From an optimization exercise on the open Yosys and OpenROAD flow, aimed at small area; shortcuts taken in it are not production practice. The RTL was checked by simulation tests, not by an equivalence proof against the original design.

Setup of old:
==> flow/design.v <==
module edge_det (
  input  wire clk,
  input  wire btn_in,    
  input  wire armed,
  output wire press
);
  reg s0, s1, s2, s3;
  always @(posedge clk) begin
    s0 <= btn_in;
    s1 <= s0;
    s2 <= s1;
    s3 <= s2;
  end
  assign press = armed & ~s2 & s3;
endmodule
module uart_rx (
  input  wire clk,
  input  wire rst,
  input  wire din,
  input  wire tick,
  output wire up,
  output wire down
);
  reg m, s;
  always @(posedge clk) begin
    m <= din;
    s <= m;
  end
  reg [7:0] pos;
  reg ok, b0, we;
  wire [3:0] ph = pos[7:4];
  wire idle = pos[7] & pos[6];
  wire dec  = tick & ~pos[3] & pos[2] & pos[1] & pos[0];
  wire ph0  = ~|ph;
  wire stp  = pos[7] & pos[4];
  wire leave = dec & ((ph0 & s) | stp);
  always @(posedge clk) begin
    we <= 1'b0;
    if (rst | leave) pos <= 8'hff;
    else if (tick & (~idle | ~s)) pos <= pos + 8'd1;
    if (~rst & dec & stp) we <= s & ok;
  end
  always @(posedge clk) begin
    if (dec) begin
      case (ph)
        4'd1: begin b0 <= s; ok <= 1'b1; end
        4'd2: ok <= ok & ~s;
        4'd3: ok <= ok & s;
        4'd4: ok <= ok & ~s;
        4'd5: ok <= ok & (s == b0);
        4'd7: ok <= ok & s;
        4'd8: ok <= ok & ~s;
        default: ;
      endcase
    end
  end
  assign up   = we & b0;
  assign down = we & ~b0;
endmodule
module uart_keypad (input wire clk, input wire rst, output wire tick, output wire armed);
  reg [3:0] hi; reg [6:0] lo;
  reg [10:0] pc;
  assign tick  = &hi;
  assign armed = (pc[10:9]==2'b11) && (pc[7:0]==8'b00001001);
  wire [7:0] lo45 = {1'b0, lo} + 8'd45;
  always @(posedge clk) begin
    if (rst) begin hi <= 4'd0; lo <= 7'd45; end
    else if (tick) begin hi <= {2'b00, lo45[7], ~lo45[7]}; lo <= lo45[6:0]; end
    else hi <= hi + 4'd1;
  end
  always @(posedge clk) begin
    if (rst) pc <= 11'd0;
    else if (!armed && hi == 4'd14 && lo == 7'd0) pc <= {pc[9:0], ~(pc[10] ^ pc[8])};
  end
endmodule
module uart_tx (
  input  wire       clk,
  input  wire       rst,
  input  wire       go,
  input  wire [7:0] chr,
  output wire       re,
  output wire       rd,
  output wire       dout
);
  reg [3:0] s;
  reg [7:0] baud;    
  wire tx_on = ~s[3] | ~s[2] | (s[1] & s[0]);
  wire full  = (baud == 8'd168);
  wire w     = s[3] & s[2] & ~s[1] & ~s[0];
  assign re  = s[3] & s[2] & ~s[1] & s[0];
  assign rd  = s[3] & s[2] & s[1] & ~s[0];
  wire stop  = s[3] & ~s[2];
  always @(posedge clk) begin
    if (rst) s <= 4'd12;
    else if (tx_on & full & stop) s <= 4'd12;
    else if ((tx_on & full) | (w & go) | re | rd) s <= s + 4'd1;
  end
  always @(posedge clk) begin
    if (tx_on & ~full) baud <= {baud[6:0], ~(baud[7] ^ baud[5] ^ baud[4] ^ baud[3])};
    else baud <= 8'd0;
  end
  assign dout = s[3] ? ~(&s) : chr[s[2:0]];
endmodule
module top (
    input wire clk,
    input wire rst,
    input wire rx,
    input wire btn1,
    input wire btn2,
    output wire tx,
    output wire [5:0] led
);
  wire tick, armed;
  uart_keypad u_tb (.clk(clk), .rst(rst), .tick(tick), .armed(armed));
  wire p1, p2;
  edge_det u_ed1 (.clk(clk), .btn_in(btn1), .armed(armed), .press(p1));
  edge_det u_ed2 (.clk(clk), .btn_in(btn2), .armed(armed), .press(p2));
  wire k_up, k_down;
  uart_rx u_rx (.clk(clk), .rst(rst), .din(rx), .tick(tick), .up(k_up), .down(k_down));
  wire b1 = p1 | k_up;
  wire b2 = p2 | k_down;
  wire press_any = b1 | b2;
  reg  [5:0] cnt;
  wire [5:0] cnt_nx = b1 ? cnt + 6'd1 : b2 ? cnt - 6'd1 : cnt;
  reg       busy, de, sn, pending, adv;
  reg [3:0] idx;
  reg [5:0] lat;
  wire re, rd;
  wire last = idx[3];
  wire adv_set = press_any ? ~busy : (busy & ~re & de & (~last | pending));
  always @(posedge clk) begin
    if (rst) begin
      busy <= 1'b0;
    end else if (press_any) begin
      if (!busy) begin
        busy    <= 1'b1;
        pending <= 1'b0;
        idx     <= 4'd0;
        lat     <= cnt_nx;
        de      <= 1'b0;
        sn      <= 1'b0;
      end else pending <= 1'b1;
    end else if (busy) begin
      if (re) de <= 1'b1;
      else if (de) begin
        de <= 1'b0;
        if (last) begin
          if (pending) begin
            pending <= 1'b0;
            idx     <= 4'd0;
            lat     <= cnt_nx;   
            sn      <= 1'b1;
          end else busy <= 1'b0;
        end else begin
          idx <= idx + 4'd1;
          sn  <= 1'b1;
        end
      end else if (sn) sn <= 1'b0;
    end
  end
  always @(posedge clk) cnt <= rst ? 6'd0 : cnt_nx;
  always @(posedge clk) adv <= adv_set | (adv & ~rd);
  wire [3:0] cur = adv ? (idx == 4'd0 ? 4'd8 : idx - 4'd1) : idx;
  wire [2:0] tens  = lat / 6'd10;
  wire [3:0] units = lat % 6'd10;
  reg  [7:0] chr;
  always @(*) begin
    case (cur)
      4'd0: chr = 8'h43;   
      4'd1: chr = 8'h4E;   
      4'd2: chr = 8'h54;   
      4'd3: chr = 8'h3A;   
      4'd4: chr = 8'h20;   
      4'd5: chr = {5'b00110, tens};
      4'd6: chr = {4'b0011, units};
      4'd7: chr = 8'h0D;   
      default: chr = 8'h0A;   
    endcase
  end
  uart_tx u_tx (.clk(clk), .rst(rst), .go(busy & ~sn), .chr(chr), .re(re), .rd(rd), .dout(tx));
  assign led = ~cnt;
endmodule
clock: 37.0 ns
lec_check: 0
abc_area: 1
cap_margin: 20
core_margin: 2
core_utilization: 40
slew_margin: 20
standard.sh (not shown) runs the stock make flow with config.mk's settings and CLKGATE_MAP_FILE= SYNTH_SCRIPT=/design/flow/synth_recipe.tcl, a recipe that flattens the netlist after the stock synthesis.
==> flow/flow/run.sh <==
#!/bin/bash
# Standard ORFS layout with three changes: an area-oriented ABC mapping
# script for synthesis (registers are untouched), no dummy loads in clock
# tree synthesis, and the smallest buffer on the ports.
set -euo pipefail
W=$(pwd)
rm -rf "$W/myscripts"
cp -r "$FLOW_HOME/scripts" "$W/myscripts"
cp "$W/flow/abc_area.script" "$W/myscripts/abc_area.script"
bash standard.sh SCRIPTS_DIR="$W/myscripts" synth > "$W/synth.log" 2>&1
export CTS_ARGS="-sink_clustering_enable -repair_clock_nets -dont_use_dummy_load"
export BUFFER_PORTS_ARGS="-buffer_cell sky130_fd_sc_hd__buf_1"
bash standard.sh > "$W/layout.log" 2>&1
==> flow/flow/abc_area.script <==
strash
dc2
dch -f
amap
strash
dch -f
amap
topo
Changes in new relative to old:
diff --git a/flow/design.v b/flow/design.v
--- a/flow/design.v
+++ b/flow/design.v
@@ -28,5 +28,6 @@
   end
   reg [7:0] pos;
-  reg ok, b0, we;
+  reg ok, b0;
+  wire we = pos[7] & pos[6] & ~pos[0];
   wire [3:0] ph = pos[7:4];
   wire idle = pos[7] & pos[6];
@@ -36,8 +37,7 @@
   wire leave = dec & ((ph0 & s) | stp);
   always @(posedge clk) begin
-    we <= 1'b0;
-    if (rst | leave) pos <= 8'hff;
-    else if (tick & (~idle | ~s)) pos <= pos + 8'd1;
-    if (~rst & dec & stp) we <= s & ok;
+    if (rst) pos <= 8'hff;
+    else if (leave) pos <= {7'h7f, ~(stp & s & ok)};
+    else if ((tick & (~idle | ~s)) | we) pos <= pos + 8'd1;
   end
   always @(posedge clk) begin
@@ -124,8 +124,24 @@
   wire [5:0] cnt_nx = b1 ? cnt + 6'd1 : b2 ? cnt - 6'd1 : cnt;
   reg       busy, de, sn, pending, adv;
-  reg [3:0] idx;
+  reg [3:0] cur;
   reg [5:0] lat;
   wire re, rd;
-  wire last = idx[3];
+  reg [3:0] nxt1;
+  always @(*) begin
+    case (cur)
+      4'd0: nxt1 = 4'd1;
+      4'd1: nxt1 = 4'd5;
+      4'd5: nxt1 = 4'd13;
+      4'd13: nxt1 = 4'd15;
+      4'd15: nxt1 = 4'd11;
+      4'd11: nxt1 = 4'd3;
+      4'd3: nxt1 = 4'd2;
+      4'd2: nxt1 = 4'd10;
+      4'd10: nxt1 = 4'd0;
+      default: nxt1 = 4'd0;
+    endcase
+  end
+  wire [3:0] nxt = adv ? nxt1 : cur;
+  wire last = adv ? (cur == 4'd2) : (cur == 4'd10);
   wire adv_set = press_any ? ~busy : (busy & ~re & de & (~last | pending));
   always @(posedge clk) begin
@@ -136,5 +152,4 @@
         busy    <= 1'b1;
         pending <= 1'b0;
-        idx     <= 4'd0;
         lat     <= cnt_nx;
         de      <= 1'b0;
@@ -148,12 +163,8 @@
           if (pending) begin
             pending <= 1'b0;
-            idx     <= 4'd0;
             lat     <= cnt_nx;   
             sn      <= 1'b1;
           end else busy <= 1'b0;
-        end else begin
-          idx <= idx + 4'd1;
-          sn  <= 1'b1;
-        end
+        end else sn <= 1'b1;
       end else if (sn) sn <= 1'b0;
     end
@@ -161,5 +172,8 @@
   always @(posedge clk) cnt <= rst ? 6'd0 : cnt_nx;
   always @(posedge clk) adv <= adv_set | (adv & ~rd);
-  wire [3:0] cur = adv ? (idx == 4'd0 ? 4'd8 : idx - 4'd1) : idx;
+  always @(posedge clk) begin
+    if (press_any & ~busy) cur <= 4'd10;
+    else if (rd) cur <= nxt;
+  end
   wire [2:0] tens  = lat / 6'd10;
   wire [3:0] units = lat % 6'd10;
@@ -169,11 +183,12 @@
       4'd0: chr = 8'h43;   
       4'd1: chr = 8'h4E;   
-      4'd2: chr = 8'h54;   
-      4'd3: chr = 8'h3A;   
-      4'd4: chr = 8'h20;   
-      4'd5: chr = {5'b00110, tens};
-      4'd6: chr = {4'b0011, units};
-      4'd7: chr = 8'h0D;   
-      default: chr = 8'h0A;   
+      4'd5: chr = 8'h54;   
+      4'd13: chr = 8'h3A;   
+      4'd15: chr = 8'h20;   
+      4'd11: chr = {5'b00110, tens};
+      4'd3: chr = {4'b0011, units};
+      4'd2: chr = 8'h0D;   
+      4'd10: chr = 8'h0A;   
+      default: chr = 8'h00;
     endcase
   end
==> results.txt <==
Compared new vs old, and post-route fraction of the period consumed by the critical path is up in new.
old → new: first-iteration DRC count down 59, number of register bits inferred by synthesis down 1, first-pass GRT wire length down 3.7%.
Cell area after layout, old and new: larger value in old
Between old and new, the flow reports die outline height decreasing by a few percent.
Sort old and new by number of global-route vias before repair asc -> top: old
Summary — area occupied by multi-input gates, new relative to old: lower, by 6.7%.

re-timing with driven ports:
The flow's constraints put no driver on any port. The routed layouts listed below were extracted and timed again, unchanged, in two steps. Step 1 sets driving cells, clkbuf_16 on the clock port and buf_2 on the other inputs (assumed; they add their load-dependent delay and slew). Step 2 also shifts input and output timing later by t, the mid clock arrival at the registers, as if the neighbouring blocks saw the same clock. Slacks: no drivers / after step 1 / after step 2; pairs: no drivers / after step 1.
run | t (ns) | setup WS [ns] | worst register clock-pin slew, ns | cell pins on the clock port's net
old | 0.371 | 26.198 / 26.167 / 26.539 | 0.09 / 0.09 | 1
new | 0.363 | 25.852 / 25.823 / 26.187 | 0.08 / 0.08 | 1
After both steps every run listed still meets setup and hold.
